Source: an optimization exercise on an open RTL-to-GDS flow (aim: small area, a short achievable clock period and few clock cycles). Production flows keep margins and buffers that such runs may drop. Function was checked by simulation only, so behaviour that the tests miss may differ from the original. No activity file was given, so power comes from the tool's default toggle rates.

===== flow/flow/run.sh =====
#!/bin/bash
# The standard layout, with the port buffers made of sky130_fd_sc_hd__buf_2
# (ORFS's buffer_ports otherwise picks clkdlybuf4s50_1, a slow delay cell).
set -euo pipefail
export BUFFER_PORTS_ARGS="-buffer_cell sky130_fd_sc_hd__buf_2"
bash standard.sh > standard.log 2>&1

===== flow/standard.sh =====
#!/bin/bash
# synth_recipe.tcl (not shown) runs the flow's synth.tcl, then flattens the netlist and writes it again
# the make line also repeats each setting of config.mk as NAME=value (left out here)
make -C /OpenROAD-flow-scripts/flow DESIGN_CONFIG=/design/flow/config.mk WORK_HOME=/design/flow/orfs CLKGATE_MAP_FILE= SYNTH_SCRIPT=/design/flow/synth_recipe.tcl "${@:-finish}"

===== flow/config.mk =====
export PLATFORM = sky130hd
export DESIGN_NAME = gemm_controller
export DESIGN_NICKNAME = gemm_controller
export VERILOG_FILES = /design/flow/design.v
export SDC_FILE = /design/flow/constraint.sdc
export NUM_CORES = 4
export LEC_CHECK = 0
export CAP_MARGIN = 20
export CORE_MARGIN = 2
export CORE_UTILIZATION = 40
export CTS_BUF_LIST = sky130_fd_sc_hd__clkbuf_4 sky130_fd_sc_hd__clkbuf_8
export PLACE_DENSITY = 0.6
export SLEW_MARGIN = 20

===== flow/constraint.sdc =====
create_clock -name core_clock -period 30.0 [get_ports {clk}]
set_input_delay 6.0000 -clock core_clock [delete_from_list [all_inputs] [get_ports {clk}]]
set_output_delay 6.0000 -clock core_clock [all_outputs]
set_load 0.01 [all_outputs]

===== flow/design.v =====
package mp_types;
  typedef enum logic [1:0] {
    PREC_INT8  = 2'b00,
    PREC_FP16  = 2'b01,
    PREC_FP32  = 2'b10
  } prec_e;
  localparam int W_INT8 = 8;
  localparam int W_FP16 = 16;  
  localparam int W_FP32 = 32;  
  localparam int W_ACC_INT8 = 32;  
endpackage
module mul11_csa (
  input  logic [10:0] a,
  input  logic [10:0] b,
  output logic [21:0] s,
  output logic [21:0] c
);
  logic pp_0_0;
  logic pp_0_1;
  logic pp_0_2;
  logic pp_0_3;
  logic pp_0_4;
  logic pp_0_5;
  logic pp_0_6;
  logic pp_0_7;
  logic pp_0_8;
  logic pp_0_9;
  logic pp_0_10;
  logic pp_1_0;
  logic pp_1_1;
  logic pp_1_2;
  logic pp_1_3;
  logic pp_1_4;
  logic pp_1_5;
  logic pp_1_6;
  logic pp_1_7;
  logic pp_1_8;
  logic pp_1_9;
  logic pp_1_10;
  logic pp_2_0;
  logic pp_2_1;
  logic pp_2_2;
  logic pp_2_3;
  logic pp_2_4;
  logic pp_2_5;
  logic pp_2_6;
  logic pp_2_7;
  logic pp_2_8;
  logic pp_2_9;
  logic pp_2_10;
  logic pp_3_0;
  logic pp_3_1;
  logic pp_3_2;
  logic pp_3_3;
  logic pp_3_4;
  logic pp_3_5;
  logic pp_3_6;
  logic pp_3_7;
  logic pp_3_8;
  logic pp_3_9;
  logic pp_3_10;
  logic pp_4_0;
  logic pp_4_1;
  logic pp_4_2;
  logic pp_4_3;
  logic pp_4_4;
  logic pp_4_5;
  logic pp_4_6;
  logic pp_4_7;
  logic pp_4_8;
  logic pp_4_9;
  logic pp_4_10;
  logic pp_5_0;
  logic pp_5_1;
  logic pp_5_2;
  logic pp_5_3;
  logic pp_5_4;
  logic pp_5_5;
  logic pp_5_6;
  logic pp_5_7;
  logic pp_5_8;
  logic pp_5_9;
  logic pp_5_10;
  logic pp_6_0;
  logic pp_6_1;
  logic pp_6_2;
  logic pp_6_3;
  logic pp_6_4;
  logic pp_6_5;
  logic pp_6_6;
  logic pp_6_7;
  logic pp_6_8;
  logic pp_6_9;
  logic pp_6_10;
  logic pp_7_0;
  logic pp_7_1;
  logic pp_7_2;
  logic pp_7_3;
  logic pp_7_4;
  logic pp_7_5;
  logic pp_7_6;
  logic pp_7_7;
  logic pp_7_8;
  logic pp_7_9;
  logic pp_7_10;
  logic pp_8_0;
  logic pp_8_1;
  logic pp_8_2;
  logic pp_8_3;
  logic pp_8_4;
  logic pp_8_5;
  logic pp_8_6;
  logic pp_8_7;
  logic pp_8_8;
  logic pp_8_9;
  logic pp_8_10;
  logic pp_9_0;
  logic pp_9_1;
  logic pp_9_2;
  logic pp_9_3;
  logic pp_9_4;
  logic pp_9_5;
  logic pp_9_6;
  logic pp_9_7;
  logic pp_9_8;
  logic pp_9_9;
  logic pp_9_10;
  logic pp_10_0;
  logic pp_10_1;
  logic pp_10_2;
  logic pp_10_3;
  logic pp_10_4;
  logic pp_10_5;
  logic pp_10_6;
  logic pp_10_7;
  logic pp_10_8;
  logic pp_10_9;
  logic pp_10_10;
  logic hs0;
  logic hc0;
  logic fs1;
  logic fc1;
  logic hs2;
  logic hc2;
  logic fs3;
  logic fc3;
  logic hs4;
  logic hc4;
  logic fs5;
  logic fc5;
  logic hs6;
  logic hc6;
  logic fs7;
  logic fc7;
  logic hs8;
  logic hc8;
  logic fs9;
  logic fc9;
  logic fs10;
  logic fc10;
  logic hs11;
  logic hc11;
  logic fs12;
  logic fc12;
  logic fs13;
  logic fc13;
  logic fs14;
  logic fc14;
  logic fs15;
  logic fc15;
  logic fs16;
  logic fc16;
  logic fs17;
  logic fc17;
  logic fs18;
  logic fc18;
  logic fs19;
  logic fc19;
  logic fs20;
  logic fc20;
  logic fs21;
  logic fc21;
  logic fs22;
  logic fc22;
  logic fs23;
  logic fc23;
  logic fs24;
  logic fc24;
  logic fs25;
  logic fc25;
  logic fs26;
  logic fc26;
  logic fs27;
  logic fc27;
  logic fs28;
  logic fc28;
  logic fs29;
  logic fc29;
  logic hs30;
  logic hc30;
  logic fs31;
  logic fc31;
  logic hs32;
  logic hc32;
  logic fs33;
  logic fc33;
  logic fs34;
  logic fc34;
  logic fs35;
  logic fc35;
  logic fs36;
  logic fc36;
  logic fs37;
  logic fc37;
  logic fs38;
  logic fc38;
  logic fs39;
  logic fc39;
  logic fs40;
  logic fc40;
  logic fs41;
  logic fc41;
  logic fs42;
  logic fc42;
  logic fs43;
  logic fc43;
  logic fs44;
  logic fc44;
  logic fs45;
  logic fc45;
  logic fs46;
  logic fc46;
  logic fs47;
  logic fc47;
  logic fs48;
  logic fc48;
  logic fs49;
  logic fc49;
  logic fs50;
  logic fc50;
  logic fs51;
  logic fc51;
  logic fs52;
  logic fc52;
  logic fs53;
  logic fc53;
  logic fs54;
  logic fc54;
  logic fs55;
  logic fc55;
  logic hs56;
  logic hc56;
  logic fs57;
  logic fc57;
  logic fs58;
  logic fc58;
  logic fs59;
  logic fc59;
  logic fs60;
  logic fc60;
  logic fs61;
  logic fc61;
  logic fs62;
  logic fc62;
  logic fs63;
  logic fc63;
  logic fs64;
  logic fc64;
  logic fs65;
  logic fc65;
  logic fs66;
  logic fc66;
  logic fs67;
  logic fc67;
  logic fs68;
  logic fc68;
  logic fs69;
  logic fc69;
  logic fs70;
  logic fc70;
  logic fs71;
  logic fc71;
  logic hs72;
  logic hc72;
  logic fs73;
  logic fc73;
  logic fs74;
  logic fc74;
  logic fs75;
  logic fc75;
  logic fs76;
  logic fc76;
  logic fs77;
  logic fc77;
  logic fs78;
  logic fc78;
  logic fs79;
  logic fc79;
  logic fs80;
  logic fc80;
  logic fs81;
  logic fc81;
  logic fs82;
  logic fc82;
  logic fs83;
  logic fc83;
  logic fs84;
  logic fc84;
  logic fs85;
  logic fc85;
  logic fs86;
  logic fc86;
  logic fs87;
  logic fc87;
  logic fs88;
  logic fc88;
  logic fs89;
  logic fc89;
  assign pp_0_0 = a[0] & b[0];
  assign pp_0_1 = a[0] & b[1];
  assign pp_0_2 = a[0] & b[2];
  assign pp_0_3 = a[0] & b[3];
  assign pp_0_4 = a[0] & b[4];
  assign pp_0_5 = a[0] & b[5];
  assign pp_0_6 = a[0] & b[6];
  assign pp_0_7 = a[0] & b[7];
  assign pp_0_8 = a[0] & b[8];
  assign pp_0_9 = a[0] & b[9];
  assign pp_0_10 = a[0] & b[10];
  assign pp_1_0 = a[1] & b[0];
  assign pp_1_1 = a[1] & b[1];
  assign pp_1_2 = a[1] & b[2];
  assign pp_1_3 = a[1] & b[3];
  assign pp_1_4 = a[1] & b[4];
  assign pp_1_5 = a[1] & b[5];
  assign pp_1_6 = a[1] & b[6];
  assign pp_1_7 = a[1] & b[7];
  assign pp_1_8 = a[1] & b[8];
  assign pp_1_9 = a[1] & b[9];
  assign pp_1_10 = a[1] & b[10];
  assign pp_2_0 = a[2] & b[0];
  assign pp_2_1 = a[2] & b[1];
  assign pp_2_2 = a[2] & b[2];
  assign pp_2_3 = a[2] & b[3];
  assign pp_2_4 = a[2] & b[4];
  assign pp_2_5 = a[2] & b[5];
  assign pp_2_6 = a[2] & b[6];
  assign pp_2_7 = a[2] & b[7];
  assign pp_2_8 = a[2] & b[8];
  assign pp_2_9 = a[2] & b[9];
  assign pp_2_10 = a[2] & b[10];
  assign pp_3_0 = a[3] & b[0];
  assign pp_3_1 = a[3] & b[1];
  assign pp_3_2 = a[3] & b[2];
  assign pp_3_3 = a[3] & b[3];
  assign pp_3_4 = a[3] & b[4];
  assign pp_3_5 = a[3] & b[5];
  assign pp_3_6 = a[3] & b[6];
  assign pp_3_7 = a[3] & b[7];
  assign pp_3_8 = a[3] & b[8];
  assign pp_3_9 = a[3] & b[9];
  assign pp_3_10 = a[3] & b[10];
  assign pp_4_0 = a[4] & b[0];
  assign pp_4_1 = a[4] & b[1];
  assign pp_4_2 = a[4] & b[2];
  assign pp_4_3 = a[4] & b[3];
  assign pp_4_4 = a[4] & b[4];
  assign pp_4_5 = a[4] & b[5];
  assign pp_4_6 = a[4] & b[6];
  assign pp_4_7 = a[4] & b[7];
  assign pp_4_8 = a[4] & b[8];
  assign pp_4_9 = a[4] & b[9];
  assign pp_4_10 = a[4] & b[10];
  assign pp_5_0 = a[5] & b[0];
  assign pp_5_1 = a[5] & b[1];
  assign pp_5_2 = a[5] & b[2];
  assign pp_5_3 = a[5] & b[3];
  assign pp_5_4 = a[5] & b[4];
  assign pp_5_5 = a[5] & b[5];
  assign pp_5_6 = a[5] & b[6];
  assign pp_5_7 = a[5] & b[7];
  assign pp_5_8 = a[5] & b[8];
  assign pp_5_9 = a[5] & b[9];
  assign pp_5_10 = a[5] & b[10];
  assign pp_6_0 = a[6] & b[0];
  assign pp_6_1 = a[6] & b[1];
  assign pp_6_2 = a[6] & b[2];
  assign pp_6_3 = a[6] & b[3];
  assign pp_6_4 = a[6] & b[4];
  assign pp_6_5 = a[6] & b[5];
  assign pp_6_6 = a[6] & b[6];
  assign pp_6_7 = a[6] & b[7];
  assign pp_6_8 = a[6] & b[8];
  assign pp_6_9 = a[6] & b[9];
  assign pp_6_10 = a[6] & b[10];
  assign pp_7_0 = a[7] & b[0];
  assign pp_7_1 = a[7] & b[1];
  assign pp_7_2 = a[7] & b[2];
  assign pp_7_3 = a[7] & b[3];
  assign pp_7_4 = a[7] & b[4];
  assign pp_7_5 = a[7] & b[5];
  assign pp_7_6 = a[7] & b[6];
  assign pp_7_7 = a[7] & b[7];
  assign pp_7_8 = a[7] & b[8];
  assign pp_7_9 = a[7] & b[9];
  assign pp_7_10 = a[7] & b[10];
  assign pp_8_0 = a[8] & b[0];
  assign pp_8_1 = a[8] & b[1];
  assign pp_8_2 = a[8] & b[2];
  assign pp_8_3 = a[8] & b[3];
  assign pp_8_4 = a[8] & b[4];
  assign pp_8_5 = a[8] & b[5];
  assign pp_8_6 = a[8] & b[6];
  assign pp_8_7 = a[8] & b[7];
  assign pp_8_8 = a[8] & b[8];
  assign pp_8_9 = a[8] & b[9];
  assign pp_8_10 = a[8] & b[10];
  assign pp_9_0 = a[9] & b[0];
  assign pp_9_1 = a[9] & b[1];
  assign pp_9_2 = a[9] & b[2];
  assign pp_9_3 = a[9] & b[3];
  assign pp_9_4 = a[9] & b[4];
  assign pp_9_5 = a[9] & b[5];
  assign pp_9_6 = a[9] & b[6];
  assign pp_9_7 = a[9] & b[7];
  assign pp_9_8 = a[9] & b[8];
  assign pp_9_9 = a[9] & b[9];
  assign pp_9_10 = a[9] & b[10];
  assign pp_10_0 = a[10] & b[0];
  assign pp_10_1 = a[10] & b[1];
  assign pp_10_2 = a[10] & b[2];
  assign pp_10_3 = a[10] & b[3];
  assign pp_10_4 = a[10] & b[4];
  assign pp_10_5 = a[10] & b[5];
  assign pp_10_6 = a[10] & b[6];
  assign pp_10_7 = a[10] & b[7];
  assign pp_10_8 = a[10] & b[8];
  assign pp_10_9 = a[10] & b[9];
  assign pp_10_10 = a[10] & b[10];
  assign hs0 = pp_0_9 ^ pp_1_8;
  assign hc0 = pp_0_9 & pp_1_8;
  assign fs1 = pp_0_10 ^ pp_1_9 ^ pp_2_8;
  assign fc1 = (pp_0_10 & pp_1_9) | (pp_0_10 & pp_2_8) | (pp_1_9 & pp_2_8);
  assign hs2 = pp_3_7 ^ pp_4_6;
  assign hc2 = pp_3_7 & pp_4_6;
  assign fs3 = pp_1_10 ^ pp_2_9 ^ pp_3_8;
  assign fc3 = (pp_1_10 & pp_2_9) | (pp_1_10 & pp_3_8) | (pp_2_9 & pp_3_8);
  assign hs4 = pp_4_7 ^ pp_5_6;
  assign hc4 = pp_4_7 & pp_5_6;
  assign fs5 = pp_2_10 ^ pp_3_9 ^ pp_4_8;
  assign fc5 = (pp_2_10 & pp_3_9) | (pp_2_10 & pp_4_8) | (pp_3_9 & pp_4_8);
  assign hs6 = pp_0_6 ^ pp_1_5;
  assign hc6 = pp_0_6 & pp_1_5;
  assign fs7 = pp_0_7 ^ pp_1_6 ^ pp_2_5;
  assign fc7 = (pp_0_7 & pp_1_6) | (pp_0_7 & pp_2_5) | (pp_1_6 & pp_2_5);
  assign hs8 = pp_3_4 ^ pp_4_3;
  assign hc8 = pp_3_4 & pp_4_3;
  assign fs9 = pp_0_8 ^ pp_1_7 ^ pp_2_6;
  assign fc9 = (pp_0_8 & pp_1_7) | (pp_0_8 & pp_2_6) | (pp_1_7 & pp_2_6);
  assign fs10 = pp_3_5 ^ pp_4_4 ^ pp_5_3;
  assign fc10 = (pp_3_5 & pp_4_4) | (pp_3_5 & pp_5_3) | (pp_4_4 & pp_5_3);
  assign hs11 = pp_6_2 ^ pp_7_1;
  assign hc11 = pp_6_2 & pp_7_1;
  assign fs12 = pp_2_7 ^ pp_3_6 ^ pp_4_5;
  assign fc12 = (pp_2_7 & pp_3_6) | (pp_2_7 & pp_4_5) | (pp_3_6 & pp_4_5);
  assign fs13 = pp_5_4 ^ pp_6_3 ^ pp_7_2;
  assign fc13 = (pp_5_4 & pp_6_3) | (pp_5_4 & pp_7_2) | (pp_6_3 & pp_7_2);
  assign fs14 = pp_8_1 ^ pp_9_0 ^ hs0;
  assign fc14 = (pp_8_1 & pp_9_0) | (pp_8_1 & hs0) | (pp_9_0 & hs0);
  assign fs15 = pp_5_5 ^ pp_6_4 ^ pp_7_3;
  assign fc15 = (pp_5_5 & pp_6_4) | (pp_5_5 & pp_7_3) | (pp_6_4 & pp_7_3);
  assign fs16 = pp_8_2 ^ pp_9_1 ^ pp_10_0;
  assign fc16 = (pp_8_2 & pp_9_1) | (pp_8_2 & pp_10_0) | (pp_9_1 & pp_10_0);
  assign fs17 = hc0 ^ fs1 ^ hs2;
  assign fc17 = (hc0 & fs1) | (hc0 & hs2) | (fs1 & hs2);
  assign fs18 = pp_6_5 ^ pp_7_4 ^ pp_8_3;
  assign fc18 = (pp_6_5 & pp_7_4) | (pp_6_5 & pp_8_3) | (pp_7_4 & pp_8_3);
  assign fs19 = pp_9_2 ^ pp_10_1 ^ fc1;
  assign fc19 = (pp_9_2 & pp_10_1) | (pp_9_2 & fc1) | (pp_10_1 & fc1);
  assign fs20 = hc2 ^ fs3 ^ hs4;
  assign fc20 = (hc2 & fs3) | (hc2 & hs4) | (fs3 & hs4);
  assign fs21 = pp_5_7 ^ pp_6_6 ^ pp_7_5;
  assign fc21 = (pp_5_7 & pp_6_6) | (pp_5_7 & pp_7_5) | (pp_6_6 & pp_7_5);
  assign fs22 = pp_8_4 ^ pp_9_3 ^ pp_10_2;
  assign fc22 = (pp_8_4 & pp_9_3) | (pp_8_4 & pp_10_2) | (pp_9_3 & pp_10_2);
  assign fs23 = fc3 ^ hc4 ^ fs5;
  assign fc23 = (fc3 & hc4) | (fc3 & fs5) | (hc4 & fs5);
  assign fs24 = pp_3_10 ^ pp_4_9 ^ pp_5_8;
  assign fc24 = (pp_3_10 & pp_4_9) | (pp_3_10 & pp_5_8) | (pp_4_9 & pp_5_8);
  assign fs25 = pp_6_7 ^ pp_7_6 ^ pp_8_5;
  assign fc25 = (pp_6_7 & pp_7_6) | (pp_6_7 & pp_8_5) | (pp_7_6 & pp_8_5);
  assign fs26 = pp_9_4 ^ pp_10_3 ^ fc5;
  assign fc26 = (pp_9_4 & pp_10_3) | (pp_9_4 & fc5) | (pp_10_3 & fc5);
  assign fs27 = pp_4_10 ^ pp_5_9 ^ pp_6_8;
  assign fc27 = (pp_4_10 & pp_5_9) | (pp_4_10 & pp_6_8) | (pp_5_9 & pp_6_8);
  assign fs28 = pp_7_7 ^ pp_8_6 ^ pp_9_5;
  assign fc28 = (pp_7_7 & pp_8_6) | (pp_7_7 & pp_9_5) | (pp_8_6 & pp_9_5);
  assign fs29 = pp_5_10 ^ pp_6_9 ^ pp_7_8;
  assign fc29 = (pp_5_10 & pp_6_9) | (pp_5_10 & pp_7_8) | (pp_6_9 & pp_7_8);
  assign hs30 = pp_0_4 ^ pp_1_3;
  assign hc30 = pp_0_4 & pp_1_3;
  assign fs31 = pp_0_5 ^ pp_1_4 ^ pp_2_3;
  assign fc31 = (pp_0_5 & pp_1_4) | (pp_0_5 & pp_2_3) | (pp_1_4 & pp_2_3);
  assign hs32 = pp_3_2 ^ pp_4_1;
  assign hc32 = pp_3_2 & pp_4_1;
  assign fs33 = pp_2_4 ^ pp_3_3 ^ pp_4_2;
  assign fc33 = (pp_2_4 & pp_3_3) | (pp_2_4 & pp_4_2) | (pp_3_3 & pp_4_2);
  assign fs34 = pp_5_1 ^ pp_6_0 ^ hs6;
  assign fc34 = (pp_5_1 & pp_6_0) | (pp_5_1 & hs6) | (pp_6_0 & hs6);
  assign fs35 = pp_5_2 ^ pp_6_1 ^ pp_7_0;
  assign fc35 = (pp_5_2 & pp_6_1) | (pp_5_2 & pp_7_0) | (pp_6_1 & pp_7_0);
  assign fs36 = hc6 ^ fs7 ^ hs8;
  assign fc36 = (hc6 & fs7) | (hc6 & hs8) | (fs7 & hs8);
  assign fs37 = pp_8_0 ^ fc7 ^ hc8;
  assign fc37 = (pp_8_0 & fc7) | (pp_8_0 & hc8) | (fc7 & hc8);
  assign fs38 = fs9 ^ fs10 ^ hs11;
  assign fc38 = (fs9 & fs10) | (fs9 & hs11) | (fs10 & hs11);
  assign fs39 = fc9 ^ fc10 ^ hc11;
  assign fc39 = (fc9 & fc10) | (fc9 & hc11) | (fc10 & hc11);
  assign fs40 = fs12 ^ fs13 ^ fs14;
  assign fc40 = (fs12 & fs13) | (fs12 & fs14) | (fs13 & fs14);
  assign fs41 = fc12 ^ fc13 ^ fs15;
  assign fc41 = (fc12 & fc13) | (fc12 & fs15) | (fc13 & fs15);
  assign fs42 = fs16 ^ fc14 ^ fs17;
  assign fc42 = (fs16 & fc14) | (fs16 & fs17) | (fc14 & fs17);
  assign fs43 = fc15 ^ fc16 ^ fs18;
  assign fc43 = (fc15 & fc16) | (fc15 & fs18) | (fc16 & fs18);
  assign fs44 = fc17 ^ fs19 ^ fs20;
  assign fc44 = (fc17 & fs19) | (fc17 & fs20) | (fs19 & fs20);
  assign fs45 = fc18 ^ fs21 ^ fs22;
  assign fc45 = (fc18 & fs21) | (fc18 & fs22) | (fs21 & fs22);
  assign fs46 = fc19 ^ fc20 ^ fs23;
  assign fc46 = (fc19 & fc20) | (fc19 & fs23) | (fc20 & fs23);
  assign fs47 = fc21 ^ fc22 ^ fs24;
  assign fc47 = (fc21 & fc22) | (fc21 & fs24) | (fc22 & fs24);
  assign fs48 = fs25 ^ fc23 ^ fs26;
  assign fc48 = (fs25 & fc23) | (fs25 & fs26) | (fc23 & fs26);
  assign fs49 = pp_10_4 ^ fc24 ^ fc25;
  assign fc49 = (pp_10_4 & fc24) | (pp_10_4 & fc25) | (fc24 & fc25);
  assign fs50 = fs27 ^ fs28 ^ fc26;
  assign fc50 = (fs27 & fs28) | (fs27 & fc26) | (fs28 & fc26);
  assign fs51 = pp_8_7 ^ pp_9_6 ^ pp_10_5;
  assign fc51 = (pp_8_7 & pp_9_6) | (pp_8_7 & pp_10_5) | (pp_9_6 & pp_10_5);
  assign fs52 = fc27 ^ fc28 ^ fs29;
  assign fc52 = (fc27 & fc28) | (fc27 & fs29) | (fc28 & fs29);
  assign fs53 = pp_6_10 ^ pp_7_9 ^ pp_8_8;
  assign fc53 = (pp_6_10 & pp_7_9) | (pp_6_10 & pp_8_8) | (pp_7_9 & pp_8_8);
  assign fs54 = pp_9_7 ^ pp_10_6 ^ fc29;
  assign fc54 = (pp_9_7 & pp_10_6) | (pp_9_7 & fc29) | (pp_10_6 & fc29);
  assign fs55 = pp_7_10 ^ pp_8_9 ^ pp_9_8;
  assign fc55 = (pp_7_10 & pp_8_9) | (pp_7_10 & pp_9_8) | (pp_8_9 & pp_9_8);
  assign hs56 = pp_0_3 ^ pp_1_2;
  assign hc56 = pp_0_3 & pp_1_2;
  assign fs57 = pp_2_2 ^ pp_3_1 ^ pp_4_0;
  assign fc57 = (pp_2_2 & pp_3_1) | (pp_2_2 & pp_4_0) | (pp_3_1 & pp_4_0);
  assign fs58 = pp_5_0 ^ hc30 ^ fs31;
  assign fc58 = (pp_5_0 & hc30) | (pp_5_0 & fs31) | (hc30 & fs31);
  assign fs59 = fc31 ^ hc32 ^ fs33;
  assign fc59 = (fc31 & hc32) | (fc31 & fs33) | (hc32 & fs33);
  assign fs60 = fc33 ^ fs35 ^ fc34;
  assign fc60 = (fc33 & fs35) | (fc33 & fc34) | (fs35 & fc34);
  assign fs61 = fc35 ^ fc36 ^ fs37;
  assign fc61 = (fc35 & fc36) | (fc35 & fs37) | (fc36 & fs37);
  assign fs62 = fc37 ^ fc38 ^ fs39;
  assign fc62 = (fc37 & fc38) | (fc37 & fs39) | (fc38 & fs39);
  assign fs63 = fc39 ^ fs41 ^ fc40;
  assign fc63 = (fc39 & fs41) | (fc39 & fc40) | (fs41 & fc40);
  assign fs64 = fc41 ^ fs43 ^ fc42;
  assign fc64 = (fc41 & fs43) | (fc41 & fc42) | (fs43 & fc42);
  assign fs65 = fc43 ^ fs45 ^ fc44;
  assign fc65 = (fc43 & fs45) | (fc43 & fc44) | (fs45 & fc44);
  assign fs66 = fc45 ^ fs47 ^ fc46;
  assign fc66 = (fc45 & fs47) | (fc45 & fc46) | (fs47 & fc46);
  assign fs67 = fc47 ^ fs49 ^ fc48;
  assign fc67 = (fc47 & fs49) | (fc47 & fc48) | (fs49 & fc48);
  assign fs68 = fs51 ^ fc49 ^ fs52;
  assign fc68 = (fs51 & fc49) | (fs51 & fs52) | (fc49 & fs52);
  assign fs69 = fc51 ^ fs53 ^ fc52;
  assign fc69 = (fc51 & fs53) | (fc51 & fc52) | (fs53 & fc52);
  assign fs70 = pp_10_7 ^ fc53 ^ fs55;
  assign fc70 = (pp_10_7 & fc53) | (pp_10_7 & fs55) | (fc53 & fs55);
  assign fs71 = pp_8_10 ^ pp_9_9 ^ pp_10_8;
  assign fc71 = (pp_8_10 & pp_9_9) | (pp_8_10 & pp_10_8) | (pp_9_9 & pp_10_8);
  assign hs72 = pp_0_2 ^ pp_1_1;
  assign hc72 = pp_0_2 & pp_1_1;
  assign fs73 = pp_2_1 ^ pp_3_0 ^ hs56;
  assign fc73 = (pp_2_1 & pp_3_0) | (pp_2_1 & hs56) | (pp_3_0 & hs56);
  assign fs74 = hc56 ^ fs57 ^ hs30;
  assign fc74 = (hc56 & fs57) | (hc56 & hs30) | (fs57 & hs30);
  assign fs75 = fc57 ^ hs32 ^ fs58;
  assign fc75 = (fc57 & hs32) | (fc57 & fs58) | (hs32 & fs58);
  assign fs76 = fc58 ^ fs59 ^ fs34;
  assign fc76 = (fc58 & fs59) | (fc58 & fs34) | (fs59 & fs34);
  assign fs77 = fc59 ^ fs36 ^ fs60;
  assign fc77 = (fc59 & fs36) | (fc59 & fs60) | (fs36 & fs60);
  assign fs78 = fs38 ^ fc60 ^ fs61;
  assign fc78 = (fs38 & fc60) | (fs38 & fs61) | (fc60 & fs61);
  assign fs79 = fc61 ^ fs62 ^ fs40;
  assign fc79 = (fc61 & fs62) | (fc61 & fs40) | (fs62 & fs40);
  assign fs80 = fc62 ^ fs42 ^ fs63;
  assign fc80 = (fc62 & fs42) | (fc62 & fs63) | (fs42 & fs63);
  assign fs81 = fs44 ^ fc63 ^ fs64;
  assign fc81 = (fs44 & fc63) | (fs44 & fs64) | (fc63 & fs64);
  assign fs82 = fs46 ^ fc64 ^ fs65;
  assign fc82 = (fs46 & fc64) | (fs46 & fs65) | (fc64 & fs65);
  assign fs83 = fs48 ^ fc65 ^ fs66;
  assign fc83 = (fs48 & fc65) | (fs48 & fs66) | (fc65 & fs66);
  assign fs84 = fs50 ^ fc66 ^ fs67;
  assign fc84 = (fs50 & fc66) | (fs50 & fs67) | (fc66 & fs67);
  assign fs85 = fs68 ^ fc50 ^ fc67;
  assign fc85 = (fs68 & fc50) | (fs68 & fc67) | (fc50 & fc67);
  assign fs86 = fs54 ^ fc68 ^ fs69;
  assign fc86 = (fs54 & fc68) | (fs54 & fs69) | (fc68 & fs69);
  assign fs87 = fs70 ^ fc54 ^ fc69;
  assign fc87 = (fs70 & fc54) | (fs70 & fc69) | (fc54 & fc69);
  assign fs88 = fs71 ^ fc55 ^ fc70;
  assign fc88 = (fs71 & fc55) | (fs71 & fc70) | (fc55 & fc70);
  assign fs89 = pp_9_10 ^ pp_10_9 ^ fc71;
  assign fc89 = (pp_9_10 & pp_10_9) | (pp_9_10 & fc71) | (pp_10_9 & fc71);
  assign s[0] = pp_0_0;
  assign c[0] = 1'b0;
  assign s[1] = pp_0_1;
  assign c[1] = pp_1_0;
  assign s[2] = hs72;
  assign c[2] = pp_2_0;
  assign s[3] = hc72;
  assign c[3] = fs73;
  assign s[4] = fc73;
  assign c[4] = fs74;
  assign s[5] = fc74;
  assign c[5] = fs75;
  assign s[6] = fc75;
  assign c[6] = fs76;
  assign s[7] = fc76;
  assign c[7] = fs77;
  assign s[8] = fc77;
  assign c[8] = fs78;
  assign s[9] = fc78;
  assign c[9] = fs79;
  assign s[10] = fc79;
  assign c[10] = fs80;
  assign s[11] = fc80;
  assign c[11] = fs81;
  assign s[12] = fc81;
  assign c[12] = fs82;
  assign s[13] = fc82;
  assign c[13] = fs83;
  assign s[14] = fc83;
  assign c[14] = fs84;
  assign s[15] = fc84;
  assign c[15] = fs85;
  assign s[16] = fc85;
  assign c[16] = fs86;
  assign s[17] = fc86;
  assign c[17] = fs87;
  assign s[18] = fc87;
  assign c[18] = fs88;
  assign s[19] = fc88;
  assign c[19] = fs89;
  assign s[20] = fc89;
  assign c[20] = pp_10_10;
  assign s[21] = 1'b0;
  assign c[21] = 1'b0;
endmodule
module pfx_add #(parameter int W = 8) (
  input  logic [W-1:0] a,
  input  logic [W-1:0] b,
  input  logic         cin,
  output logic [W-1:0] s,
  output logic         cout
);
  localparam int L = $clog2(W);
  logic [(L+1)*W-1:0] g, p;
  logic [W-1:0] p0;
  assign p0 = a ^ b;
  assign g[W-1:0] = (a & b) | {{(W-1){1'b0}}, p0[0] & cin};
  assign p[W-1:0] = p0;
  genvar l, i;
  generate
    for (l = 0; l < L; l++) begin : lv
      for (i = 0; i < W; i++) begin : bt
        if ((i >> l) & 1) begin : cmb
          assign g[(l+1)*W+i] = g[l*W+i] | (p[l*W+i] & g[l*W+((i>>l)<<l)-1]);
          assign p[(l+1)*W+i] = p[l*W+i] & p[l*W+((i>>l)<<l)-1];
        end else begin : pass
          assign g[(l+1)*W+i] = g[l*W+i];
          assign p[(l+1)*W+i] = p[l*W+i];
        end
      end
    end
  endgenerate
  assign s    = p0 ^ {g[L*W +: W-1], cin};
  assign cout = g[L*W+W-1];
endmodule
module pfx_inc #(parameter int W = 8) (
  input  logic [W-1:0] x,
  output logic [W:0]   s
);
  logic [W:0] c;    
  assign c[0] = 1'b1;
  genvar i;
  generate
    for (i = 1; i <= W; i++) begin : cy
      assign c[i] = &x[i-1:0];
    end
  endgenerate
  assign s = {1'b0, x} ^ c;
endmodule
module fp16_mul_a (
  input  logic [15:0] a,
  input  logic [15:0] b,
  output logic [23:0] r
);
  logic        a_max, b_max, a_zero, b_zero, a_nan, b_nan, nan, inf, zero;
  logic [21:0] ts, tc, p;
  logic [5:0]  e0;
  mul11_csa u_tree (.a({1'b1, a[9:0]}), .b({1'b1, b[9:0]}), .s(ts), .c(tc));
  pfx_add #(.W(22)) u_cpa (.a(ts), .b(tc), .cin(1'b0), .s(p), .cout());
  always_comb begin
    a_max  = &a[14:10];
    b_max  = &b[14:10];
    a_zero = ~|a[14:10];
    b_zero = ~|b[14:10];
    a_nan  = a_max & (|a[9:0]);
    b_nan  = b_max & (|b[9:0]);
    nan    = a_nan | b_nan | (a_max & b_zero) | (a_zero & b_max);
    inf    = ~nan & (a_max | b_max);
    zero   = ~nan & ~inf & (a_zero | b_zero);
    e0     = {1'b0, a[14:10]} + {1'b0, b[14:10]};
    r      = {nan, inf, zero, a[15] ^ b[15], e0, |p[8:0], p[21:9]};
  end
endmodule
module fp16_mul_b (
  input  logic [23:0] r,
  output logic [15:0] y
);
  logic        nan, inf, zero, s, st_lo;
  logic [5:0]  e0;
  logic [21:9] p;
  logic        hi, st_hi, inc_lo, inc_hi, ovf;
  logic [11:0] lo_p1, hi_p1, mant_r;
  logic [6:0]  em15, em14, em13, ef;
  assign {nan, inf, zero, s, e0, st_lo, p} = r;
  pfx_inc #(.W(11)) u_ilo (.x(p[20:10]), .s(lo_p1));
  pfx_inc #(.W(11)) u_ihi (.x(p[21:11]), .s(hi_p1));
  always_comb begin
    hi     = p[21];
    st_hi  = st_lo | p[9];
    inc_lo = p[9]  & (st_lo | p[10]);
    inc_hi = p[10] & (st_hi | p[11]);
    if (hi) mant_r = inc_hi ? hi_p1 : {1'b0, p[21:11]};
    else    mant_r = inc_lo ? lo_p1 : {1'b0, p[20:10]};
    ovf = mant_r[11];
    em15 = {1'b0, e0} - 7'd15;
    em14 = {1'b0, e0} - 7'd14;
    em13 = {1'b0, e0} - 7'd13;
    case ({hi, ovf})
      2'b00:   ef = em15;
      2'b11:   ef = em13;
      default: ef = em14;
    endcase
    if (nan)
      y = 16'h7e00;
    else if (inf)
      y = {s, 5'h1f, 10'h0};
    else if (zero || (hi ? e0 < 6'd15 : e0 < 6'd16))
      y = {s, 15'h0};
    else if (!ef[6] && ef >= 7'd31)
      y = {s, 5'h1f, 10'h0};
    else
      y = {s, ef[4:0], mant_r[9:0]};
  end
endmodule
module fp16_mul (
  input  logic [15:0] a,
  input  logic [15:0] b,
  output logic [15:0] y
);
  logic [23:0] r;
  fp16_mul_a u_a (.a(a), .b(b), .r(r));
  fp16_mul_b u_b (.r(r), .y(y));
endmodule
module fp16_add_align (
  input  logic [15:0] a,
  input  logic [15:0] b,
  output logic [23:0] r
);
  logic        ge, swap, sx, sy, sub;
  logic [4:0]  ex, ey, d, d_ab, d_ba;
  logic        a_zero, b_zero;
  logic        a_nan, b_nan, a_inf, b_inf, nan, inf, zs;
  logic [13:0] ma, mb, mx, my, my_sh, lost;
  logic        sticky;
  logic [14:0] sum;
  pfx_add #(.W(15)) u_cmp (.a(a[14:0]), .b(~b[14:0]), .cin(1'b1), .s(), .cout(ge));
  pfx_add #(.W(15)) u_add (.a({1'b0, mx}), .b({1'b0, my_sh} ^ {15{sub}}), .cin(sub), .s(sum), .cout());
  always_comb begin
    a_zero = ~|a[14:10];
    b_zero = ~|b[14:10];
    a_nan  = (&a[14:10]) & (|a[9:0]);
    b_nan  = (&b[14:10]) & (|b[9:0]);
    a_inf  = (&a[14:10]) & ~(|a[9:0]);
    b_inf  = (&b[14:10]) & ~(|b[9:0]);
    nan    = a_nan | b_nan | (a_inf & b_inf & (a[15] ^ b[15]));
    inf    = a_inf | b_inf;
    zs     = a_zero & b_zero & a[15] & b[15];
    ma   = a_zero ? 14'h0 : {1'b1, a[9:0], 3'b000};
    mb   = b_zero ? 14'h0 : {1'b1, b[9:0], 3'b000};
    d_ab = a[14:10] - b[14:10];
    d_ba = b[14:10] - a[14:10];
    swap = ~ge;
    sub  = a[15] ^ b[15];
    if (swap) begin
      sx = b[15]; ex = b[14:10]; mx = mb; my = ma; d = d_ba;
    end else begin
      sx = a[15]; ex = a[14:10]; mx = ma; my = mb; d = d_ab;
    end
    lost = my & ~(14'h3fff << d);
    if (d >= 5'd14) begin
      my_sh  = 14'h0;
      sticky = |my;
    end else begin
      my_sh  = my >> d;
      sticky = |lost;
    end
    my_sh[0] = my_sh[0] | sticky;
    r = {nan, inf, zs, sx, ex, sum};
  end
endmodule
module fp16_add_norm (
  input  logic [23:0] r,
  output logic [15:0] y
);
  logic        nan, inf, zs, sx;
  logic [4:0]  ex;
  logic [14:0] sum;
  logic [13:0] n;
  logic [3:0]  lz;
  logic [10:0] mant;
  logic        g, st, inc, uf;
  logic [11:0] mant_p1, mant_r;
  logic [5:0]  e;
  pfx_inc #(.W(11)) u_inc (.x(mant), .s(mant_p1));
  always_comb begin
    {nan, inf, zs, sx, ex, sum} = r;
    lz = 4'd0;
    for (int q = 0; q <= 13; q++)
      if (sum[q]) lz = 4'(13 - q);
    if (sum[14]) begin
      n  = {sum[14:2], sum[1] | sum[0]};
      e  = {1'b0, ex} + 6'd1;
      uf = 1'b0;
    end else begin
      n  = sum[13:0] << lz;
      e  = {1'b0, ex} - {2'b00, lz};
      uf = {1'b0, lz} >= ex;
    end
    mant   = n[13:3];
    g      = n[2];
    st     = n[1] | n[0];
    inc    = g & (st | mant[0]);
    mant_r = inc ? mant_p1 : {1'b0, mant};
    e      = e + {5'b0, mant_r[11]};
    if (nan)
      y = 16'h7e00;
    else if (inf)
      y = {sx, 5'h1f, 10'h0};
    else if (sum == 15'h0)
      y = {zs, 15'h0};
    else if (uf)
      y = {sx, 15'h0};
    else if (e >= 6'd31)
      y = {sx, 5'h1f, 10'h0};
    else
      y = {sx, e[4:0], mant_r[9:0]};
  end
endmodule
module gemm_controller (
  input  logic        clk,
  input  logic        rstn,
  input  logic        start,
  input  logic [15:0] M, K, Ncols,
  output logic        done,
  output logic [13:0] addr_A,
  input  logic [31:0] data_A,
  output logic [13:0] addr_B,
  input  logic [31:0] data_B,
  output logic [13:0] addr_C,
  output logic [31:0] data_C,
  output logic        we_C
);
  logic [14:0] n_q;
  logic [13:0] k_q;
  logic        busy, pre, ph, gnew;
  logic [1:0]  bub;                 
  logic [13:0] kl;                  
  logic [13:0] alt_A, alt_B;        
  logic [13:0] col, rb0;            
  logic [14:0] rows_left;           
  logic        more;                
  logic        b_c1v, b_r1v, b_re, b_fin;    
  logic        col_end1, col_end2, c1v, lastcol, r1v, lastrow;
  logic        k_is1, kl_is2, go, issue, s0, s1, s0_new, stop, load0, load1, klast;
  logic [13:0] col_p1, rb1;
  logic        f0_k0, f0_kl;
  logic [6:1]  k0_p;                
  logic        adr_ph, d_ph;        
  logic [4:0]  info [0:5];          
  logic        q1, q2, q3;          
  logic        w_c1v, w_r1v, w_re, w_fin;
  logic [13:0] wbase, wrow;         
  logic [13:0] wadd_b;
  logic        wadd_c;
  logic [15:0] a0_r, a1_r, b_r, b1_r;
  logic [23:0] pm0, pm0_c, pm1, pm1_c, mid0, mid0_c, mid1, mid1_c;
  logic [15:0] prod0, prod0_c, prod1, prod1_c, prod1d, acc0, acc1, y0, y1, acc0_in, acc1_in, dc;
  assign col_p1   = col + 14'd1;
  assign col_end1 = {1'b0, col_p1} == n_q;             
  assign col_end2 = ({1'b0, col_p1} + 15'd1) == n_q;   
  assign c1v      = !col_end1;
  assign lastcol  = col_end1 || col_end2;
  assign r1v      = rows_left != 15'd1;
  assign lastrow  = (rows_left == 15'd1) || (rows_left == 15'd2);
  assign rb1      = rb0 + k_q;
  assign k_is1    = (k_q == 14'd1);
  assign kl_is2   = (kl == 14'd2);
  assign go     = !busy && start;
  assign issue  = busy && !pre && (bub == 2'd0);
  assign s0     = issue && !ph;
  assign s1     = issue && ph;
  assign s0_new = s0 && gnew;
  assign stop   = s0_new && !more;
  assign load0  = s0_new && more;
  assign load1  = s1 && f0_k0;
  assign klast  = gnew ? k_is1 : kl_is2;      
  always_ff @(posedge clk) begin
    if (!rstn) busy <= 1'b0;
    else if (go) busy <= 1'b1;
    else if (stop) busy <= 1'b0;
  end
  always_ff @(posedge clk) begin
    n_q <= Ncols[14:0];
    k_q <= K[13:0];
    pre <= go;
    if (!busy) begin
      rows_left <= M[14:0];
      ph <= 1'b0; gnew <= 1'b1; more <= 1'b1; bub <= 2'd0;
      col <= '0; rb0 <= '0;
    end else begin
      if (bub != 2'd0) bub <= bub - 2'd1;
      if (issue) ph <= ~ph;
      if (s0) begin
        f0_k0 <= gnew;
        f0_kl <= klast;
        kl    <= gnew ? k_q : kl - 14'd1;
      end
      if (load0) begin
        gnew <= 1'b0;
        b_c1v <= c1v; b_r1v <= r1v; b_re <= lastcol; b_fin <= lastcol && lastrow;
      end else if (s1 && f0_kl) begin
        gnew <= 1'b1;
        if (k_is1) bub <= 2'd2;
      end
      if (load1) begin
        if (lastcol) begin
          col <= '0;
          rb0 <= rb0 + {k_q[12:0], 1'b0};
          rows_left <= rows_left - 15'd2;
          if (lastrow) more <= 1'b0;
        end else
          col <= col + 14'd2;
      end
    end
    if (load0) begin
      addr_A <= rb0; addr_B <= col;
    end else if (load1) begin
      addr_A <= rb1; addr_B <= col_p1;
    end else if (issue) begin
      addr_A <= alt_A; addr_B <= alt_B;
    end
    alt_A <= addr_A + 14'd1;
    alt_B <= addr_B + n_q[13:0];
  end
  always_ff @(posedge clk) begin
    adr_ph <= issue && ph;
    d_ph   <= adr_ph;
    k0_p <= {k0_p[5:1], f0_k0};
  end
  always_ff @(posedge clk) begin
    if (!rstn) begin
      for (int i = 0; i <= 5; i++) info[i] <= '0;
      q1 <= 1'b0; q2 <= 1'b0; q3 <= 1'b0;
      we_C <= 1'b0; done <= 1'b0;
    end else begin
      if (s0 && !stop && klast)
        info[0] <= gnew ? {1'b1, c1v, r1v, lastcol, lastcol && lastrow}
                        : {1'b1, b_c1v, b_r1v, b_re, b_fin};
      else
        info[0] <= '0;
      for (int i = 1; i <= 5; i++) info[i] <= info[i-1];
      q1 <= info[5][4]; q2 <= q1; q3 <= q2;
      we_C <= info[5][4] | (q1 & w_c1v) | (q2 & w_r1v) | (q3 & w_r1v & w_c1v);
      done <= q3 & w_fin;
    end
  end
  always_ff @(posedge clk) begin
    if (info[5][4]) begin
      {w_c1v, w_r1v, w_re, w_fin} <= info[5][3:0];
    end
    if (!rstn || (q3 && w_fin)) begin
      wbase <= '0; wrow <= '0;
    end else if (q3) begin
      if (w_re) begin
        wbase <= wrow + {n_q[12:0], 1'b0};
        wrow  <= wrow + {n_q[12:0], 1'b0};
      end else
        wbase <= wbase + 14'd2;
    end
  end
  assign wadd_b = (q1 || q2) ? n_q[13:0] : 14'd0;
  assign wadd_c = info[5][4] ? 1'b0 : (q1 || q3);
  always_ff @(posedge clk) begin
    if (info[5][4])   addr_C <= wbase;
    else if (q1)      addr_C <= wbase + 14'd1;
    else if (q2)      addr_C <= wbase + n_q[13:0];
    else if (q3)      addr_C <= wbase + n_q[13:0] + 14'd1;
  end
  always_ff @(posedge clk) begin
    if (!d_ph) a0_r <= data_A[15:0];
    else       a1_r <= data_A[15:0];
    b_r  <= data_B[15:0];
    b1_r <= b_r;
  end
  fp16_mul_a u_m0a (.a(a0_r), .b(b_r),  .r(pm0_c));
  fp16_mul_b u_m0b (.r(pm0), .y(prod0_c));
  fp16_mul_a u_m1a (.a(a1_r), .b(b1_r), .r(pm1_c));
  fp16_mul_b u_m1b (.r(pm1), .y(prod1_c));
  assign acc0_in = {acc0[15] & ~k0_p[4], acc0[14:10] & {5{~k0_p[4]}}, acc0[9:0]};
  assign acc1_in = {acc1[15] & ~k0_p[6], acc1[14:10] & {5{~k0_p[6]}}, acc1[9:0]};
  fp16_add_align u_al0 (.a(acc0_in), .b(prod0),  .r(mid0_c));
  fp16_add_norm  u_nr0 (.r(mid0), .y(y0));
  fp16_add_align u_al1 (.a(acc1_in), .b(prod1d), .r(mid1_c));
  fp16_add_norm  u_nr1 (.r(mid1), .y(y1));
  always_ff @(posedge clk) begin
    pm0    <= pm0_c;
    pm1    <= pm1_c;
    prod0  <= prod0_c;
    prod1  <= prod1_c;
    prod1d <= prod1;
    mid0   <= mid0_c;
    mid1   <= mid1_c;
    acc0   <= y0;
    acc1   <= y1;
    dc     <= (q2 || q3) ? y1 : y0;
  end
  assign data_C = {16'h0000, dc};
endmodule

==> impl_metrics.json, run 1 <==
{
  "maxSlewHeadroom": 0.342,
  "drv_cap": 0,
  "grtUsageMet3": 0.0297,
  "synth.area.mux_share": 0.0431,
  "hold_depth": 0,
  "grt_use_met2": 0.299,
  "p_seq_frac": 0.272,
  "viasPerCell": 5.16,
  "cp_slowest_cell": "edfxtp_1",
  "holdWs_ns": 0.321,
  "die_width_um": 299,
  "synth_area_leader_cell": "dfxtp_1",
  "io_pins": 191,
  "power.switching_mw": 1.67,
  "power_density_nw_per_um2": 98.4,
  "synth.top_cell.area_share": 0.221,
  "cp_cell_sequence": "buf_2",
  "synthFlopType": "dfxtp_1",
  "fin_skew_ns": 0.0313,
  "gp_congestion": 0.876,
  "finalSetupViolCount": 0,
  "start_util": 0.402,
  "cp_data_required_time_ns": 24.00,
  "grt_pass1_wl_um": 137000,
  "rsz0062_at_grt": "false",
  "grt_max_degree": 52,
  "post-synth-top-count-cell": "nand2_1",
  "r2r_start": "k0_p[4]$_DFF_P_",
  "dieHeight_um": 299,
  "switching_share": 0.441,
  "p_int_mw": 2.11,
  "ys_seq_area_frac": 0.318,
  "yosys_warnings": 6,
  "netlist_top_cells_area": "dfxtp_1 (22%), fa_1 (11%), edfxtp_1 (9.8%), ha_1 (9.1%), xnor2_1 (4.3%)",
  "drc": 0,
  "synth_cell_type_count": 99,
  "cts_root_buf": "clkbuf_8",
  "p_comb_frac": 0.542,
  "end_kind": "primary output",
  "clock_sinks": 496,
  "first_pass_iters": 5,
  "reg2reg_depth": 26,
  "io_buffers": 138,
  "synthAdderAreaFrac": 0.198,
  "clock_power_share": 0.186,
  "drive_above_1_share": 0.104,
  "ant_nets": 0,
  "antenna_found_initial": 1,
  "peakVddDrop_v": 0.0000560,
  "tightest_slew_ns": 0.985,
  "routed_wl_um": 83100,
  "start_kind": "register",
  "min_path_type": "register to register",
  "ys_top_cells_by_count": "nand2_1 (384), dfxtp_1 (383), inv_1 (334)",
  "place_ws_ns": 22.51,
  "fin_crit_ns": 7.37,
  "synth_area_um2": 34700,
  "worstHoldEndpoint": "prod1d[0]$_DFF_P_",
  "grt_use_met1": 0.258,
  "status": "finished clean",
  "cts_tree": "built",
  "setup-tns-final_ns": 0,
  "avgRoutedWirePerCell_um": 16.1,
  "finalWorstSetupSlack_ns": 22.63,
  "grt.busiest_layer": "met2",
  "finalHoldViolations": 0,
  "cts_hold_buf": 0,
  "fmax_mhz": 136,
  "cts-buffers-inserted": 88,
  "yosys.area_share.xor_xnor": 0.0683,
  "row_count": 108,
  "rrSetupSlack_ns": 23.13,
  "critPathArrivalTime_ns": 1.37,
  "dieArea_um2": 89200,
  "critPathKind": "register to primary output",
  "postPlaceCellArea_um2": 36400,
  "holdCritStartpoint": "prod1[0]$_SDFF_PP0_",
  "syn_inst": 3851,
  "synth_top_family_by_area": "adder cells",
  "maxSlewViolCount": 0,
  "vias": 26700,
  "initialDrtViolationCount": 1712,
  "nNetsFinal": 4499,
  "post-route-period-util": 0.246,
  "cts_resized": 0,
  "cp_max_fo": 5,
  "syn2layout_area_growth_pct": 10.6,
  "post-cts-setup-buffers": 0,
  "synth_compound_area_frac": 0.139,
  "clockBufferDepth": 3,
  "max_stage_delay_ns": 0.50,
  "grt_overflow": 0,
  "worstReg2RegEnd": "mid0[9]$_DFF_P_",
  "core-area_um2": 86300,
  "synth-seq-cells": 496,
  "critPathTopFamily": "flip-flops",
  "cp_num_buf_inv": 1,
  "ys_async_sr_fraction": 0,
  "clk_pin_slew_ns": 0.06,
  "worstSkewPairLatency_ns": 0.69,
  "yosys.area_share.simple": 0.176,
  "grt_usage": 0.187,
  "synth_edf_count": 113,
  "htree_num_levels": 3,
  "syn_avg_cell_area_um2": 9.02,
  "dp_hpwl_um": 62200,
  "leakagePower_nw": 16.8,
  "grt_pass1_vias": 26000,
  "finalInstanceArea_um2": 38400
}
==> registers in the layout, summed over array words and instances (netlist names), 16 cells and up <==
register	cells
prod1d	16
b1_r	16
a1_r	16
acc0	16
mid1	24
info	30
a0_r	16
acc1	16
prod1	16
b_r	16
pm0	24
pm1	24
mid0	24
prod0	16
dc	16
==> cell usage in the layout, fill, tap and decap left out, drive strengths merged, types with 18 or more instances in the layout <==
cell type,count
nand4,25
xnor2,170
a31oi,22
buf,158
o21a,18
and2,183
clkbuf,130
a21oi,194
inv,342
ha,253
nand2,384
and3,41
mux2,49
a21o,55
a211oi,32
mux2i,76
nand2b,32
nand3,111
xor2,100
a22oi,20
edfxtp,113
nor4,43
o21ai,215
dfxtp,383
fa,184
nor2,266
nor3,67
nor2b,31
o211ai,20
clkinv,20
==> worst max-delay path by stage <==
stage          cells past startpoint                     to  slack [ns]                    start
2_1_floorplan                      2  info[0][3]$_SDFF_PN0_       23.40                     rstn
3_3_place_gp                       3   wrow[2]$_SDFFE_PP0P_       22.56                     rstn
3_5_place_dp                       3   wrow[2]$_SDFFE_PP0P_       22.51                     rstn
4_1_cts                            1              addr_A[0]       22.54  addr_A[0]$_SDFFCE_PP0P_
5_1_grt                            1              addr_A[0]       22.55  addr_A[0]$_SDFFCE_PP0P_
6_report                           1              addr_A[0]       22.63  addr_A[0]$_SDFFCE_PP0P_
==> final cells by class <==
type	count	area (um^2)
Inverter	342	1280
Multi-Input combinational cell	2861	21800
Fill cell	8468	47900
Timing Repair Buffer	158	841
Tap cell	1155	1450
Sequential cell	496	11100
Antenna cell	1	2.50
Clock inverter	35	374
Clock buffer	130	1660
==> cell families (layout without fill, tap and decap cells) <==
group                      count (synthesis)  in the layout
and+or+nand+nor                         1257           1257
AOI/OAI and AO/OA                        746            746
buffers and inverters                    509            665
DFF                                      496            496
adders and majority gates                439            439
xor gates and xnor gates                 270            270
muxes                                    133            133
other                                      1             17
==> per-layer routing <==
metal	share of wire	wire length [um]
met1	0.48	39700
met2	0.45	37700
met3	0.046	3820
met4	0.024	1960
met5	0	0
==> through the flow <==
stage               power, mW   util  instances
finish                   3.78  0.445       5178
global route             4.12  0.445       5178
CTS                      3.79  0.445       5177
detailed placement       3.06  0.421       5012
global placement         3.05  0.421       5012
floorplan                2.56      -       3866
==> power groups by stage <==
| stage | registers, mW | logic, mW | clock network (mW) |
|---|---|---|---|
| finish | 1.03 | 2.05 | 0.704 |
| global route | 1.05 | 2.31 | 0.755 |
| CTS | 1.02 | 2.04 | 0.726 |
| detailed placement | 1.04 | 2.02 | 0 |
| global placement | 1.04 | 2.01 | 0 |
| floorplan | 0.952 | 1.61 | 0 |
Testbench counts, summed over its fixed seeds: cycles 38,586.
==> run 2: changes to the inputs <==
--- a/flow/config.mk
+++ b/flow/config.mk
@@ -8,6 +8,5 @@
 export CAP_MARGIN = 20
 export CORE_MARGIN = 2
 export CORE_UTILIZATION = 40
-export CTS_BUF_LIST = sky130_fd_sc_hd__clkbuf_4 sky130_fd_sc_hd__clkbuf_8
 export PLACE_DENSITY = 0.6
 export SLEW_MARGIN = 20
==> impl_metrics.json, run 2 <==
{
  "dp_hpwl_um": 62200,
  "layout_commonest_cell": "nand2_1",
  "cp_max_fo": 5,
  "fin_crit_ns": 7.31,
  "drv_cap": 0,
  "initialDrtViolationCount": 1652,
  "netlist_top_cells_area": "dfxtp_1 (22%), fa_1 (11%), edfxtp_1 (9.8%), ha_1 (9.1%), xnor2_1 (4.3%)",
  "synth_compound_area_frac": 0.139,
  "grt_overflow": 0,
  "clockBufferDepth": 3,
  "fmax_mhz": 137,
  "cts_tree": "built",
  "cts_hold_buf": 0,
  "nNetsFinal": 4466,
  "power_density_nw_per_um2": 98.6,
  "htree_num_levels": 2,
  "synthAdderAreaFrac": 0.198,
  "routed_wl_um": 82900,
  "dieHeight_um": 299,
  "mostFrequentLayoutCells": "nand2_1 (384), dfxtp_1 (383), inv_1 (334)",
  "synth_cell_type_count": 99,
  "max_stage_delay_ns": 0.50,
  "synth_edf_count": 113,
  "start_util": 0.402,
  "clock_sinks": 496,
  "critPathArrivalTime_ns": 1.31,
  "drive_above_1_share": 0.0876,
  "synth.top_cell.area_share": 0.221,
  "critPathTopFamily": "flip-flops",
  "grt_max_degree": 52,
  "ys_top_cells_by_count": "nand2_1 (384), dfxtp_1 (383), inv_1 (334)",
  "leakagePower_nw": 16.6,
  "yosys_warnings": 6,
  "die_width_um": 299,
  "io_buffers": 138,
  "maxSlewHeadroom": 0.336,
  "avgRoutedWirePerCell_um": 16.2,
  "viasPerCell": 5.19,
  "dieArea_um2": 89200,
  "finalSetupViolCount": 0,
  "synth_area_um2": 34700,
  "cp_num_buf_inv": 1,
  "status": "finished clean",
  "power_mw": 3.78,
  "synth_area_leader_cell": "dfxtp_1",
  "start_kind": "register",
  "fin_skew_ns": 0.0209,
  "grt_pass1_vias": 25600,
  "setup-tns-final_ns": 0,
  "cts_root_buf": "clkbuf_16",
  "finalHoldViolations": 0,
  "fill_cells": 8420,
  "post-synth-top-count-cell": "nand2_1",
  "grt_usage": 0.185,
  "grt_pass1_wl_um": 136000,
  "tightest_slew_ns": 0.995,
  "cp_slowest_cell": "edfxtp_1",
  "peakVddDrop_v": 0.0000564,
  "ant_nets": 0,
  "io_pins": 191,
  "synth-seq-cells": 496,
  "cp_cell_sequence": "buf_2",
  "n_antenna_cell": 0,
  "worstSkewPairLatency_ns": 0.61,
  "maxSlewViolCount": 0,
  "syn_inst": 3851,
  "ys_seq_area_frac": 0.318,
  "cts-buffers-inserted": 55,
  "critPathKind": "register to primary output",
  "largest_reg_flops": 30,
  "yosys.area_share.xor_xnor": 0.0683,
  "clk_pin_slew_ns": 0.06,
  "vias": 26500,
  "core-area_um2": 86300,
  "place_ws_ns": 22.51,
  "rsz0062_at_grt": "false",
  "antenna_found_initial": 0,
  "syn2layout_area_growth_pct": 10.2,
  "min_path_type": "register to register",
  "synth_top_family_by_area": "adder cells",
  "post-route-period-util": 0.244,
  "regMostFlops": "info",
  "row_count": 108,
  "synth.area.mux_share": 0.0431,
  "ys_async_sr_fraction": 0,
  "cts_resized": 0,
  "post-cts-setup-buffers": 0,
  "yosys.area_share.simple": 0.176,
  "drc": 0,
  "end_kind": "primary output",
  "finalWorstSetupSlack_ns": 22.69,
  "syn_avg_cell_area_um2": 9.02,
  "gp_congestion": 0.876,
  "synthFlopType": "dfxtp_1",
  "first_pass_iters": 5,
  "cp_data_required_time_ns": 24.00
}
==> run 2: area by class of cell <==
cell class | instances | area (um^2) | area share
well taps | 1155 | 1450 | 0.0377
clock buffers | 72 | 1570 | 0.0409
clock inverters | 30 | 329 | 0.00860
multi-input cells | 2861 | 21800 | 0.568
inverters | 342 | 1280 | 0.0335
flip-flops and latches | 496 | 11100 | 0.289
repair buffers | 158 | 841 | 0.0220
==> run 2: kinds of logic after synthesis <==
group | after synthesis
xor gates and xnor gates | 270
muxes | 133
and+or+nand+nor | 1257
other | 1
adders and majority gates | 439
DFF | 496
buffers and inverters | 509
AOI/OAI and AO/OA | 746
==> run 2: metrics by stage <==
stage | hold WS, ns | util | instance area, um^2 | std cells
after floorplan | 0.310 | - | 34800 | 3866
after global placement | 0.312 | 0.421 | 36400 | 5012
after detailed placement | 0.312 | 0.421 | 36400 | 5012
after CTS | 0.319 | 0.443 | 38300 | 5114
after global routing | 0.329 | 0.443 | 38300 | 5114
final | 0.324 | 0.443 | 38300 | 5114
==> run 2: path summary, 6_finish.rpt <==
| path | cells after the start | slack (ns) | from | end |
|---|---|---|---|---|
| hold reg to reg | 0 | 0.32 | k0_p[1]$_DFF_P_ | k0_p[2]$_DFF_P_ |
| setup reg to reg | 26 | 23.14 | k0_p[4]$_DFF_P_ | mid0[9]$_DFF_P_ |
| hold / removal | 0 | 0.32 | k0_p[1]$_DFF_P_ | k0_p[2]$_DFF_P_ |
| setup / recovery | 1 | 22.69 | addr_A[0]$_SDFFCE_PP0P_ | addr_A[0] |
==> run 2: where the power goes <==
group	switching, mW	total [mW]	leakage, nW	internal [mW]
logic	1.19	2.05	11.5	0.858
registers	0.184	1.03	4.25	0.844
clock network	0.282	0.696	0.925	0.414
total	1.66	3.78	16.6	2.12
==> run 2: layer usage <==
layer / up-vias / share of wire / GRT usage
li1: 13300 / - / -
met1: 12600 / 0.48 / 0.259
met2: 534 / 0.46 / 0.299
met3: 130 / 0.041 / 0.0238
met4: 0 / 0.024 / 0.0494
met5: - / 0 / 0
==> run 3: changes to the inputs <==
--- a/flow/config.mk
+++ b/flow/config.mk
@@ -8,5 +8,7 @@
 export CAP_MARGIN = 20
 export CORE_MARGIN = 2
 export CORE_UTILIZATION = 40
+export CTS_BUF_LIST = sky130_fd_sc_hd__clkbuf_8
+export CTS_CLUSTER_SIZE = 24
 export PLACE_DENSITY = 0.6
 export SLEW_MARGIN = 20
==> impl_metrics.json, run 3 <==
{
  "ys_async_sr_fraction": 0,
  "cts_hold_buf": 0,
  "start_kind": "register",
  "leakagePower_nw": 16.8,
  "end_kind": "primary output",
  "synth.top_cell.area_share": 0.221,
  "peakVddDrop_v": 0.0000560,
  "io_pins": 191,
  "power_density_nw_per_um2": 97.9,
  "min_path_type": "register to register",
  "ys_top_cells_by_count": "nand2_1 (384), dfxtp_1 (383), inv_1 (334)",
  "setup-tns-final_ns": 0,
  "cp_cell_sequence": "buf_2",
  "nNetsFinal": 4499,
  "dp_hpwl_um": 62200,
  "post-cts-setup-buffers": 0,
  "grt_pass1_wl_um": 137000,
  "cts_tree": "built",
  "worstHoldEndpoint": "prod1d[0]$_DFF_P_",
  "mostFrequentLayoutCells": "nand2_1 (384), dfxtp_1 (383), inv_1 (355)",
  "synthFlopType": "dfxtp_1",
  "finalSetupViolCount": 0,
  "synth_area_um2": 34700,
  "maxSlewViolCount": 0,
  "synth_cell_type_count": 99,
  "reg2reg_depth": 26,
  "io_buffers": 138,
  "hold_depth": 0,
  "cts_resized": 0,
  "cp_num_buf_inv": 1,
  "dieHeight_um": 299,
  "fin_skew_ns": 0.0304,
  "r2r_start": "k0_p[4]$_DFF_P_",
  "rrSetupSlack_ns": 23.11,
  "clock_sinks": 496,
  "htree_num_levels": 3,
  "cts_root_buf": "clkbuf_8",
  "post-route-period-util": 0.246,
  "rsz0062_at_grt": "false",
  "cts-buffers-inserted": 88,
  "grt_max_degree": 52,
  "syn_avg_cell_area_um2": 9.02,
  "critPathTopFamily": "flip-flops",
  "postPlaceCellArea_um2": 36400,
  "fin_crit_ns": 7.37,
  "yosys_warnings": 6,
  "post-synth-top-count-cell": "nand2_1",
  "worstSkewPairLatency_ns": 0.69,
  "start_util": 0.402,
  "utilization": 0.444,
  "place_inst": 5012,
  "fill_cells": 8481,
  "synth_area_leader_cell": "dfxtp_1",
  "syn_inst": 3851,
  "die_width_um": 299,
  "row_count": 108,
  "critPathArrivalTime_ns": 1.37,
  "status": "finished clean",
  "largest_reg_flops": 30,
  "synth-seq-cells": 496,
  "grt_overflow": 0,
  "viasPerCell": 5.16,
  "finalNonFillerCells": 5178,
  "multi_input_area_um2": 21800,
  "antenna_found_initial": 1,
  "holdWs_ns": 0.320,
  "routed_wl_um": 83200,
  "ant_nets": 0,
  "drive_above_1_share": 0.0992,
  "avgRoutedWirePerCell_um": 16.1,
  "fmax_mhz": 136,
  "grt_pass1_vias": 26000,
  "seqCellArea_um2": 11100,
  "max_stage_delay_ns": 0.50,
  "worstReg2RegEnd": "mid0[9]$_DFF_P_",
  "finalInstanceArea_um2": 38300,
  "finalHoldViolations": 0,
  "vias": 26700,
  "core-area_um2": 86300,
  "holdCritStartpoint": "prod1[0]$_SDFF_PP0_",
  "cp_max_fo": 5,
  "critPathKind": "register to primary output",
  "cp_slowest_cell": "edfxtp_1",
  "dieArea_um2": 89200,
  "drv_cap": 0,
  "layout_commonest_cell": "nand2_1",
  "ys_seq_area_frac": 0.318,
  "synth_edf_count": 113,
  "grt_usage": 0.186,
  "maxSlewHeadroom": 0.336,
  "first_pass_iters": 5,
  "netlist_top_cells_area": "dfxtp_1 (22%), fa_1 (11%), edfxtp_1 (9.8%), ha_1 (9.1%), xnor2_1 (4.3%)",
  "gp_congestion": 0.876,
  "regMostFlops": "info",
  "clockBufferDepth": 3,
  "drc": 0,
  "cp_data_required_time_ns": 24.00,
  "initialDrtViolationCount": 1703,
  "tightest_slew_ns": 0.994,
  "syn2layout_area_growth_pct": 10.4,
  "clk_pin_slew_ns": 0.06
}
-- run 3: kinds of logic (layout without fill, tap and decap cells) --
family / count (synthesis) / after routing / synth area share
simple gates: 1257 / 1257 / 0.176
compound gates: 746 / 746 / 0.139
buf+inv: 509 / 665 / 0.0573
flops: 496 / 496 / 0.318
fa+ha+maj: 439 / 439 / 0.198
xor+xnor: 270 / 270 / 0.0683
mux: 133 / 133 / 0.0431
other cells: 1 / 17 / 0.000108
-- run 3: cell type report --
class	count	area share
Antenna cell	1	0.0000653
Tap cell	1155	0.0377
Multi-Input combinational cell	2861	0.567
Timing Repair Buffer	158	0.0219
Clock buffer	109	0.0391
Clock inverter	56	0.0118
Inverter	342	0.0335
Sequential cell	496	0.288
-- run 3: worst max-delay path by stage --
stage / from / to / slack, ns / cells past startpoint
after global routing: addr_A[0]$_SDFFCE_PP0P_ / addr_A[0] / 22.55 / 1
final: addr_A[0]$_SDFFCE_PP0P_ / addr_A[0] / 22.63 / 1
after CTS: addr_A[0]$_SDFFCE_PP0P_ / addr_A[0] / 22.54 / 1
after floorplan: rstn / info[0][3]$_SDFF_PN0_ / 23.40 / 2
after detailed placement: rstn / wrow[2]$_SDFFE_PP0P_ / 22.51 / 3
after global placement: rstn / wrow[2]$_SDFFE_PP0P_ / 22.56 / 3
-- run 3: worst reg2reg max path: stages, from the launching register on --
cell and delay (ns):
dfxtp_1 0.45, nand2b_1 0.19, inv_1 0.06, ha_1 0.61, nand4_1 0.16, or3_4 0.42
o221ai_4 0.28, o21ai_4 0.22, mux2_4 0.38, xnor2_1 0.60, nor2_1 0.13, o2111ai_1 0.27
nor2_1 0.06, nor2_1 0.11, o21ai_0 0.08, o211ai_1 0.13, nand2_1 0.12, ha_1 0.22
ha_1 0.23, and3_1 0.17, o31a_1 0.10, a2111o_1 0.50, a41o_1 0.29, and2_4 0.18
or2_4 0.24, fa_1 0.43, xor2_1 0.15
-- run 3: per-stage QoR --
| stage | total power, mW | worst slack (ns) |
|---|---|---|
| after floorplan | 2.56 | 23.40 |
| after global placement | 3.05 | 22.56 |
| after detailed placement | 3.06 | 22.51 |
| after CTS | 3.76 | 22.54 |
| after global routing | 4.09 | 22.55 |
| final | 3.76 | 22.63 |
-- run 3: where the power goes --
part	internal [mW]	total (mW)	switching, mW
registers	0.844	1.03	0.184
logic	0.858	2.05	1.19
clock network	0.385	0.677	0.293
total	2.09	3.76	1.67
-- run 3: layer usage --
metal  track usage  vias to the layer above  part of all wire  wire (um)
li1              -                    13400                 -          -
met1         0.258                    12600              0.48      39700
met2         0.298                      601              0.45      37700
met3        0.0297                      138             0.045       3750
met4        0.0575                        0             0.024       1970
met5             0                        -                 0          0

==> separate check: timing with driven ports <==
The results above use ideal ports. As a check the final layouts listed here were re-extracted and re-timed, cells and wires unchanged. Step 1 (the two cells are an assumption about what drives the block):
set clk [get_ports {clk}]
set_driving_cell -lib_cell sky130_fd_sc_hd__clkbuf_16 $clk
set_driving_cell -lib_cell sky130_fd_sc_hd__buf_2 [delete_from_list [all_inputs] $clk]
Step 2 adds t to the input delays and takes it off the output delays; t is the mean of the earliest and latest rising clock arrival at the registers after step 1. Input paths then give back, and output paths get back, about the clock's delay inside the block. Three values: ideal, step 1, step 2; two values: the first two.
| run | t, ns | setup WS [ns] | worst setup path at the end | worst slew at a driven data input, ns | cell pins on the clock port's net |
|---|---|---|---|---|---|
| run 1 | 0.734 | 22.626 / 22.568 / 22.524 | input to register | 0.07 | 1 |
| run 2 | 0.667 | 22.693 / 22.631 / 22.582 | input to register | 0.07 | 1 |
| run 3 | 0.730 | 22.628 / 22.571 / 22.535 | input to register | 0.07 | 1 |
After both steps every run listed still meets setup and hold. For run 2, which loses most, drivers alone change the setup slack by -0.062 ns; drivers and shift together by -0.111 ns.
